Context: an optimization exercise on an open-source flow, tuned for small area, a short achievable clock period and few clock cycles per item. The choices shown serve that exercise and are no tape-out recipe.
At most, simulation tests tie the RTL to the original design; equivalence was not proved.
Power figures rest on the tool's default switching activity, not on a simulated workload.

==> inputs of try-garnet <==
Design alu, start of the top module:
module alu(
	output reg[15:0] data_out,
	output reg       valid_out,
	output reg       cmd_out,
	input [15:0]     data_in,
	input            valid_in,
	input            cmd_in,
	output reg       amm_read,
	output reg[7:0]  amm_address,
	input [7:0]      amm_readdata,
	input            amm_waitrequest,
	input [1:0]      amm_response,
	input clk,
	input rst_n
	);
export LEC_CHECK = 0
export ABC_CLOCK_PERIOD_IN_PS = 1800
export CAP_MARGIN = 20
export CORE_MARGIN = 2
export CORE_UTILIZATION = 60
export CTS_CLUSTER_DIAMETER = 60
export CTS_CLUSTER_SIZE = 24
export SETUP_SLACK_MARGIN = 2.9
export SLEW_MARGIN = 20
create_clock -name core_clock -period 5.0 [get_ports {clk}]
standard.sh (not shown) runs the stock make flow with config.mk's settings and CLKGATE_MAP_FILE= SYNTH_SCRIPT=/design/flow/synth_recipe.tcl, a recipe that flattens the netlist after the stock synthesis.
==> flow/flow/run.sh <==
#!/bin/bash
# The standard layout (standard.sh), with synthesis changed in two ways:
# adders are left to ABC as plain logic (no full/half-adder cells, ADDER_MAP_FILE
# empty), and ABC maps with its own script (flow/synth.tcl). Registers and their
# names are those of the standard synthesis. Ports are buffered, as in the
# standard flow, but with buf_4 cells rather than the delay buffer that
# buffer_ports picks by default.
set -euo pipefail
here=$(pwd)

ports="BUFFER_PORTS_ARGS=-buffer_cell sky130_fd_sc_hd__buf_4"
bash standard.sh synth SYNTH_SCRIPT="$here/flow/synth.tcl" ADDER_MAP_FILE= "$ports" > "$here/synth.log" 2>&1
bash standard.sh finish SYNTH_SCRIPT="$here/flow/synth.tcl" ADDER_MAP_FILE= "$ports" > "$here/layout.log" 2>&1
test -f "$here/out/final.def"
==> flow/flow/synth.tcl <==
# The standard flow's synthesis script (synth_recipe.tcl), with one change: ABC maps with a
# script that maps with SAT-based area-oriented matching (&nf -a) and pin permutation.
proc synth {args} { yosys synth -nofsm -noshare {*}$args }
proc abc {args} {
  set i [lsearch -exact $args -script]
  if {$i >= 0} {
    set s "+&get -n;&st;&dch;&nf -a -p;&put;buffer -c;topo;stime -c;upsize -c;dnsize -c"
    set args [lreplace $args $i [expr {$i + 1}] -script $s]
  }
  yosys abc {*}$args
}
source $::env(SCRIPTS_DIR)/synth.tcl
# left out here: clear keep_hierarchy, flatten, clean up, hide names made inside functions, write 1_2_yosys.v
==> try-onyx (differences from try-garnet) <==
==> flow/design.v (replaced) <==
module alu(
	output reg[15:0] data_out,
	output reg       valid_out,
	output reg       cmd_out,
	input [15:0]     data_in,
	input            valid_in,
	input            cmd_in,
	output reg       amm_read,
	output reg[7:0]  amm_address,
	input [7:0]      amm_readdata,
	input            amm_waitrequest,
	input [1:0]      amm_response,
	input clk,
	input rst_n
	);
	localparam D = 62;               
	reg        busy;                 
	reg        rx;                   
	reg        last;                 
	reg [5:0]  rem;                  
	reg        idx0, idx1;           
	reg [3:0]  op;
	reg        ee;                   
	reg        err;                  
	reg        dly;                  
	reg        b_v;                  
	reg        b_mem;                
	reg        b_iss;                
	reg        b_i1;                 
	reg [7:0]  b_val;
	reg [7:0]  stk [0:D-1];
	reg        pol;                  
	reg [5:0]  cnt;
	reg        pop;                  
	reg        infl_i1;              
	reg        rd_v;                 
	reg [7:0]  rd_q;
	reg        rd_i1;                
	reg [7:0]  v0r, v1r;             
	reg [11:0] ures;                 
	reg [11:0] acc;
	wire hdr_in  = !busy && !dly && !(valid_out && cmd_out) && valid_in && cmd_in;
	wire beat_in = busy && rx && valid_in;
	wire [3:0] h_op = data_in[11:8];
	wire [5:0] h_n  = data_in[5:0];
	wire h_ee = (h_n == 6'd0) || (h_op >= 4'd10) ||
	            (h_op[3:2] == 2'b01 && h_n != 6'd1) ||
	            (h_op[3:1] == 3'b100 && h_n != 6'd2);
	wire done_rd  = amm_read && !amm_waitrequest;
	wire rsp_err  = done_rd && (amm_response != 2'b00);
	wire err_n    = err || rsp_err;
	wire push     = b_mem && !b_iss && !err;
	wire head_ok  = (cnt != 6'd0) && !pop;
	wire s_up     = pop && !push;    
	wire s_dn     = push && !pop;    
	wire s_hd     = push == pop;     
	wire s_hd0    = !push && !pop;
	wire new_mem  = beat_in && data_in[8] && !ee;
	wire port_free = !amm_read || !amm_waitrequest;
	wire can_iss   = busy && port_free && !err_n;
	wire src_b     = push;
	wire src_e     = !push && head_ok;
	wire src_d     = !push && !head_ok && new_mem;
	wire issue     = can_iss && (src_b || src_e || src_d);
	wire waiting   = push || head_ok || new_mem;
	wire reads_done = err_n || (!(amm_read && amm_waitrequest) && !waiting);
	wire beats_done = !rx || (last && valid_in);
	wire respond    = busy && beats_done && reads_done;
	wire hdr_go     = (respond && o_log) || dly;
	wire o_and = (op == 4'd1);
	wire o_or  = (op == 4'd2);
	wire o_xor = (op == 4'd3);
	wire o_log = o_and || o_or || o_xor;
	wire o_not = (op == 4'd4);
	wire o_inc = (op == 4'd5);
	wire o_dec = (op == 4'd6);
	wire o_neg = (op == 4'd7);
	wire o_shr = (op == 4'd8);
	wire o_shl = (op == 4'd9);
	wire [7:0] vb  = b_v  ? b_val : 8'h00;
	wire [7:0] vr  = rd_v ? rd_q  : 8'h00;
	wire [7:0] ab  = b_v  ? b_val : 8'hff;
	wire [7:0] ar  = rd_v ? rd_q  : 8'hff;
	wire [11:0] sum   = acc + {4'h0, vb} + {4'h0, vr};
	wire [7:0]  a_and = acc[7:0] & ab & ar;
	wire [7:0]  a_or  = acc[7:0] | vb | vr;
	wire [7:0]  a_xor = acc[7:0] ^ vb ^ vr;
	wire [11:0] acc_n = o_log ? {4'h0, ({8{o_and}} & a_and) | ({8{o_or}} & a_or) |
	                                  ({8{o_xor}} & a_xor)}
	                          : sum;
	wire [7:0] x0 = (b_v && !b_i1) ? b_val : (rd_v && !rd_i1) ? rd_q : v0r;
	wire [7:0] x1 = (b_v &&  b_i1) ? b_val : (rd_v &&  rd_i1) ? rd_q : v1r;
	reg  [7:0] x_all1, x_any1;             
	integer j;
	always @(*) begin
		x_all1[0] = 1'b1;
		x_any1[0] = 1'b0;
		for (j = 1; j < 8; j = j + 1) begin
			x_all1[j] = x_all1[j-1] & x0[j-1];
			x_any1[j] = x_any1[j-1] | x0[j-1];
		end
	end
	wire [11:0] x_inc = {3'h0, x_all1[7] & x0[7], x0 ^ x_all1};
	wire [11:0] x_dec = {{4{!(x_any1[7] | x0[7])}}, x0 ^ ~x_any1};
	wire [7:0]  x_neg = x0 ^ x_any1;
	wire [7:0]  x_shr = x0 >> x1;
	wire [7:0]  x_shl = x0 << x1;
	wire [11:0] ures_n = {4'h0, ({8{o_not}} & ~x0) | ({8{o_neg}} & x_neg) |
	                            ({8{o_shr}} & x_shr) | ({8{o_shl}} & x_shl)} |
	                     ({12{o_inc}} & x_inc) | ({12{o_dec}} & x_dec);
	wire [11:0] res = o_log ? acc_n : (op[3] || op[2]) ? ures : acc;
	integer k;
	always @(posedge clk) begin
		stk[0] <= ~(({8{s_up}} & stk[1]) | ({8{push}} & (b_val ^ {8{pol}})) |
		            ({8{s_hd0}} & stk[0]));
		for (k = 1; k < D-1; k = k + 1)
			stk[k] <= ~(({8{s_up}} & stk[k+1]) | ({8{s_dn}} & stk[k-1]) |
			            ({8{s_hd}} & stk[k]));
		stk[D-1] <= ~(({8{s_dn}} & stk[D-2]) | ({8{s_hd}} & stk[D-1]));
		b_val <= data_in[7:0];
		b_i1  <= idx1;
		rd_q  <= amm_readdata;
		rd_i1 <= infl_i1;
		v0r   <= x0;
		v1r   <= x1;
		ures  <= ures_n;
		data_out <= (valid_out && cmd_out) ? (err ? 16'h0bad : {4'h0, res})
		                                   : {11'h0, err_n, op};
		if (!(amm_read && amm_waitrequest)) begin
			amm_address <= src_b ? b_val : (src_e ? (stk[0] ^ {8{pol}}) : data_in[7:0]);
			infl_i1     <= src_b ? b_i1 : (src_e ? 1'b1 : idx1);
		end
		if (!rst_n) begin
			busy      <= 1'b0;
			rx        <= 1'b0;
			last      <= 1'b0;
			rem       <= 6'd0;
			idx0      <= 1'b0;
			idx1      <= 1'b0;
			op        <= 4'd0;
			ee        <= 1'b0;
			err       <= 1'b0;
			b_v       <= 1'b0;
			b_mem     <= 1'b0;
			b_iss     <= 1'b0;
			cnt       <= 6'd0;
			pop       <= 1'b0;
			pol       <= 1'b0;
			rd_v      <= 1'b0;
			acc       <= 12'd0;
			amm_read  <= 1'b0;
			valid_out <= 1'b0;
			cmd_out   <= 1'b0;
			dly       <= 1'b0;
		end
		else begin
			if (hdr_in) begin
				busy <= 1'b1;
				rx   <= (h_n != 6'd0);
				last <= (h_n == 6'd1);
				rem  <= h_n;
				idx0 <= 1'b1;
				idx1 <= 1'b0;
				op   <= h_op;
				ee   <= h_ee;
				err  <= h_ee;
				acc  <= (h_op == 4'd1) ? 12'h0ff : 12'h000;
			end
			else begin
				acc <= acc_n;
				err <= err_n;
			end
			if (beat_in) begin
				rem  <= rem - 6'd1;
				last <= (rem == 6'd2);
				rx   <= !last;
				idx0 <= 1'b0;
				idx1 <= idx0;
			end
			b_v   <= beat_in && !(data_in[8] && !ee);
			b_mem <= new_mem;
			b_iss <= issue && src_d;
			cnt <= err ? 6'd0 : cnt + {5'd0, push} - {5'd0, pop};
			pop <= issue && !src_d;
			pol <= !pol;
			amm_read <= (amm_read && amm_waitrequest) || issue;
			rd_v     <= done_rd;
			if (respond) busy <= 1'b0;
			dly       <= respond && !o_log;
			valid_out <= hdr_go || (valid_out && cmd_out);
			cmd_out   <= hdr_go;
		end
	end
endmodule
==> flow/flow/run.sh (replaced) <==
#!/bin/bash
# The standard layout (standard.sh), with synthesis changed in two ways:
# adders are left to ABC as plain logic (no full/half-adder cells, ADDER_MAP_FILE
# empty), and ABC maps with its own script (flow/synth.tcl). Registers and their
# names are those of the standard synthesis.
set -euo pipefail
here=$(pwd)

bash standard.sh synth SYNTH_SCRIPT="$here/flow/synth.tcl" ADDER_MAP_FILE= > "$here/synth.log" 2>&1
bash standard.sh finish SYNTH_SCRIPT="$here/flow/synth.tcl" ADDER_MAP_FILE= > "$here/layout.log" 2>&1
test -f "$here/out/final.def"
CORE_UTILIZATION = 40   (was 60)
SETUP_SLACK_MARGIN = 3.0   (was 2.9)
==> try-harbor (differences from try-garnet) <==
--- a/flow/design.v
+++ b/flow/design.v
@@ -28,19 +28,17 @@
 	reg        b_iss;                
 	reg        b_i1;                 
 	reg [7:0]  b_val;
 	reg [7:0]  stk [0:D-1];
 	reg [5:0]  cnt;
 	reg        pop;                  
-	reg        s_push, s_pop;        
 	reg        infl_i1;              
 	reg [7:0]  addr_n;               
 	reg [7:0]  v0r, v1r;             
 	reg        v1big;                
 	reg [7:0]  vbg, vrg;             
-	reg [11:0] ures;                 
 	reg [11:0] acc;
 	wire o_and = (op == 4'd1);
 	wire o_or  = (op == 4'd2);
 	wire o_xor = (op == 4'd3);
 	wire o_log = o_and || o_or || o_xor;
 	wire o_not = (op == 4'd4);
@@ -79,13 +77,12 @@
 	wire respond    = busy && beats_done && reads_done;
 	wire hdr_go     = (respond && o_fast) || dly;
 	wire [11:0] sum   = acc + {4'h0, vbg} + {4'h0, vrg};
 	wire [7:0]  a_or  = acc[7:0] | vbg | vrg;
 	wire [7:0]  a_xor = acc[7:0] ^ vbg ^ vrg;
 	wire [7:0]  a_log = o_xor ? a_xor : a_or;
-	wire [11:0] acc_n = o_log ? {4'h0, a_log} : sum;
 	wire [7:0] x0 = v0r;
 	wire [7:0] x1 = v1r;
 	reg  [7:0] x_all1, x_any1;             
 	integer j;
 	always @(*) begin
 		x_all1[0] = 1'b1;
@@ -100,30 +97,29 @@
 	wire [7:0]  x_neg = x0 ^ x_any1;
 	wire [7:0]  x_shr = v1big ? 8'h00 : x0 >> x1[2:0];
 	wire [7:0]  x_shl = v1big ? 8'h00 : x0 << x1[2:0];
 	wire [11:0] ures_n = {4'h0, ({8{o_not}} & ~x0) | ({8{o_neg}} & x_neg) |
 	                            ({8{o_shr}} & x_shr) | ({8{o_shl}} & x_shl)} |
 	                     ({12{o_inc}} & x_inc) | ({12{o_dec}} & x_dec);
-	wire [11:0] res = o_log ? {4'h0, a_log ^ {8{o_and}}} : o_not ? {4'h0, ~v0r} :
-	                  (op[3] || op[2]) ? ures : acc;
+	wire [11:0] acc_n = o_log ? {4'h0, a_log} : (op[3] || op[2]) ? ures_n : sum;
+	wire [11:0] res = o_log ? {4'h0, a_log ^ {8{o_and}}} : o_not ? {4'h0, ~v0r} : acc;
 	integer k;
 	always @(posedge clk) begin
-		if (s_push) begin
+		if (push) begin
 			stk[0] <= b_val;
-			if (!s_pop)
+			if (!pop)
 				for (k = 1; k < D; k = k + 1) stk[k] <= stk[k-1];
 		end
-		else if (s_pop) begin
+		else if (pop) begin
 			for (k = 0; k < D-1; k = k + 1) stk[k] <= stk[k+1];
 		end
 		b_val <= data_in[7:0];
 		b_i1  <= idx1;
 		v0r   <= (imm_now && idx0) ? data_in[7:0] : (done_rd && !infl_i1) ? amm_readdata : v0r;
 		v1r   <= (imm_now && idx1) ? data_in[7:0] : (done_rd &&  infl_i1) ? amm_readdata : v1r;
 		v1big <= (imm_now && idx1) ? |data_in[7:3] : (done_rd &&  infl_i1) ? |amm_readdata[7:3] : v1big;
-		ures  <= ures_n;
 		data_out <= (valid_out && cmd_out) ? (err ? 16'h0bad : {4'h0, res})
 		                                   : {11'h0, err_n, op};
 		amm_address <= hold_a ? ~addr_n : addr_next;
 		addr_n      <= hold_a ? addr_n : ~addr_next;
 		if (!hold_a)
 			infl_i1 <= src_b ? b_i1 : (src_e ? 1'b1 : idx1);
@@ -138,24 +134,23 @@
 			ee        <= 1'b0;
 			err       <= 1'b0;
 			b_mem     <= 1'b0;
 			b_iss     <= 1'b0;
 			cnt       <= 6'd0;
 			pop       <= 1'b0;
-			s_push    <= 1'b0;
-			s_pop     <= 1'b0;
 			acc       <= 12'd0;
 			amm_read  <= 1'b0;
 			valid_out <= 1'b0;
 			cmd_out   <= 1'b0;
 			dly       <= 1'b0;
 			pay       <= 1'b0;
 			vbg       <= 8'h00;
 			vrg       <= 8'h00;
 		end
 		else begin
+			if (pay) op <= 4'd0;
 			if (hdr_in) begin
 				busy <= 1'b1;
 				rx   <= (h_n != 6'd0);
 				last <= (h_n == 6'd1);
 				rem  <= h_n;
 				idx0 <= 1'b1;
@@ -178,14 +173,12 @@
 				idx1 <= idx0;
 			end
 			b_mem <= new_mem;
 			b_iss <= issue && src_d;
 			cnt <= err ? 6'd0 : cnt + {5'd0, push} - {5'd0, pop};
 			pop <= issue && !src_d;
-			s_pop  <= issue && !src_d;
-			s_push <= new_mem && !(issue && src_d) && !err_n;
 			amm_read <= (amm_read && amm_waitrequest) || issue;
 			if (respond) busy <= 1'b0;
 			dly       <= respond && !o_fast;
 			valid_out <= hdr_go || (valid_out && cmd_out);
 			cmd_out   <= hdr_go;
 		end
==> try-tundra (differences from try-garnet) <==
--- a/flow/design.v
+++ b/flow/design.v
@@ -28,13 +28,12 @@
 	reg        b_iss;                
 	reg        b_i1;                 
 	reg [7:0]  b_val;
 	reg [7:0]  stk [0:D-1];
 	reg [5:0]  cnt;
 	reg        pop;                  
-	reg        s_push, s_pop;        
 	reg        infl_i1;              
 	reg [7:0]  addr_n;               
 	reg [7:0]  v0r, v1r;             
 	reg        v1big;                
 	reg [7:0]  vbg, vrg;             
 	reg [11:0] ures;                 
@@ -104,18 +103,18 @@
 	                            ({8{o_shr}} & x_shr) | ({8{o_shl}} & x_shl)} |
 	                     ({12{o_inc}} & x_inc) | ({12{o_dec}} & x_dec);
 	wire [11:0] res = o_log ? {4'h0, a_log ^ {8{o_and}}} : o_not ? {4'h0, ~v0r} :
 	                  (op[3] || op[2]) ? ures : acc;
 	integer k;
 	always @(posedge clk) begin
-		if (s_push) begin
+		if (push) begin
 			stk[0] <= b_val;
-			if (!s_pop)
+			if (!pop)
 				for (k = 1; k < D; k = k + 1) stk[k] <= stk[k-1];
 		end
-		else if (s_pop) begin
+		else if (pop) begin
 			for (k = 0; k < D-1; k = k + 1) stk[k] <= stk[k+1];
 		end
 		b_val <= data_in[7:0];
 		b_i1  <= idx1;
 		v0r   <= (imm_now && idx0) ? data_in[7:0] : (done_rd && !infl_i1) ? amm_readdata : v0r;
 		v1r   <= (imm_now && idx1) ? data_in[7:0] : (done_rd &&  infl_i1) ? amm_readdata : v1r;
@@ -138,14 +137,12 @@
 			ee        <= 1'b0;
 			err       <= 1'b0;
 			b_mem     <= 1'b0;
 			b_iss     <= 1'b0;
 			cnt       <= 6'd0;
 			pop       <= 1'b0;
-			s_push    <= 1'b0;
-			s_pop     <= 1'b0;
 			acc       <= 12'd0;
 			amm_read  <= 1'b0;
 			valid_out <= 1'b0;
 			cmd_out   <= 1'b0;
 			dly       <= 1'b0;
 			pay       <= 1'b0;
@@ -178,14 +175,12 @@
 				idx1 <= idx0;
 			end
 			b_mem <= new_mem;
 			b_iss <= issue && src_d;
 			cnt <= err ? 6'd0 : cnt + {5'd0, push} - {5'd0, pop};
 			pop <= issue && !src_d;
-			s_pop  <= issue && !src_d;
-			s_push <= new_mem && !(issue && src_d) && !err_n;
 			amm_read <= (amm_read && amm_waitrequest) || issue;
 			if (respond) busy <= 1'b0;
 			dly       <= respond && !o_fast;
 			valid_out <= hdr_go || (valid_out && cmd_out);
 			cmd_out   <= hdr_go;
 		end
SETUP_SLACK_MARGIN = 2.8   (was 2.9)
==> qor summary <==
metric	try-onyx	try-harbor	try-garnet	try-tundra
Met3 Resource Use GR	0.03286	0.03206	0.02582	0.03362
Outcome	no timing/DRC/antenna violations	no timing/DRC/antenna violations	no timing/DRC/antenna violations	no timing/DRC/antenna violations
Share of synthesized cell area in full adder, half adder and majority cells	0.0004727	0.003818	0.003017	0.003013
Source of the worst hold timing path	infl_i1	idx1	idx1	idx1
Final worst path period need	2.503 ns	2.319 ns	2.104 ns	2.156 ns
Minimum setup slack in the final design	2.497 ns	2.681 ns	2.896 ns	2.844 ns
Area used by multi-input combinational logic	0.01235 mm²	0.01340 mm²	0.01345 mm²	0.01338 mm²
Initial antenna violation count	1	0	0	0
Number of gates resized after cts	241	55	43	22
Routed length per placed instance	22.51 µm	16.23 µm	15.02 µm	15.00 µm
Floorplan die width	248.0 µm	213.0 µm	214.3 µm	214.5 µm
Vias per cell	6.158	5.700	5.609	5.587
Top routing layer in use	met5	met4	met4	met4
Startpoint of the most critical register-to-register path	rd_v	vrg[6]	acc[5]	acc[6]
Metal3 WL	4353 µm	1825 µm	1593 µm	1866 µm
Global-route usage over all layers	0.1923	0.2171	0.1908	0.1975
Core ar.	0.05891 mm²	0.04308 mm²	0.04393 mm²	0.04393 mm²
Number of distinct library cell variants in the gate-level netlist after synthesis	82	66	64	70
Relative contribution of the clock network to total power	0.218	0.328	0.328	0.336
Count of inserted tapcells	773	585	592	592
Worst Hold Margin	0.3501 ns	0.4180 ns	0.4134 ns	0.3968 ns
Testbench counts of try-tundra, summed over its fixed seeds: cycles 34,374, items 2,000.
Function not checked in try-garnet, try-onyx and try-harbor: the RTL went through the layout flow alone.

## what the ideal ports hide
The results above use ideal ports. As a check the final layouts listed here were re-extracted and re-timed, cells and wires unchanged. Step 1, drivers: a clkbuf_16 drives clk and a buf_2 each remaining input, both assumed. Step 2 also shifts input and output timing later by t, the mid clock arrival at the registers, as if the neighbouring blocks saw the same clock. Three values: ideal ports, drivers, drivers and shift; two values: the first two.
run | t, ns | slack for setup (ns) | clock arrival spread, ns
try-garnet | 0.628 | 2.896 / 2.867 / 2.393 | 0.019 / 0.018
try-onyx | 0.672 | 2.497 / 2.497 / 2.432 | 0.054 / 0.054
try-harbor | 0.631 | 2.681 / 2.681 / 2.397 | 0.028 / 0.027
try-tundra | 0.637 | 2.844 / 2.810 / 2.234 | 0.028 / 0.028
After both steps every run listed still meets setup and hold. The setup slack of try-tundra, which loses most, moves by -0.034 ns with the drivers and by -0.610 ns with both steps.
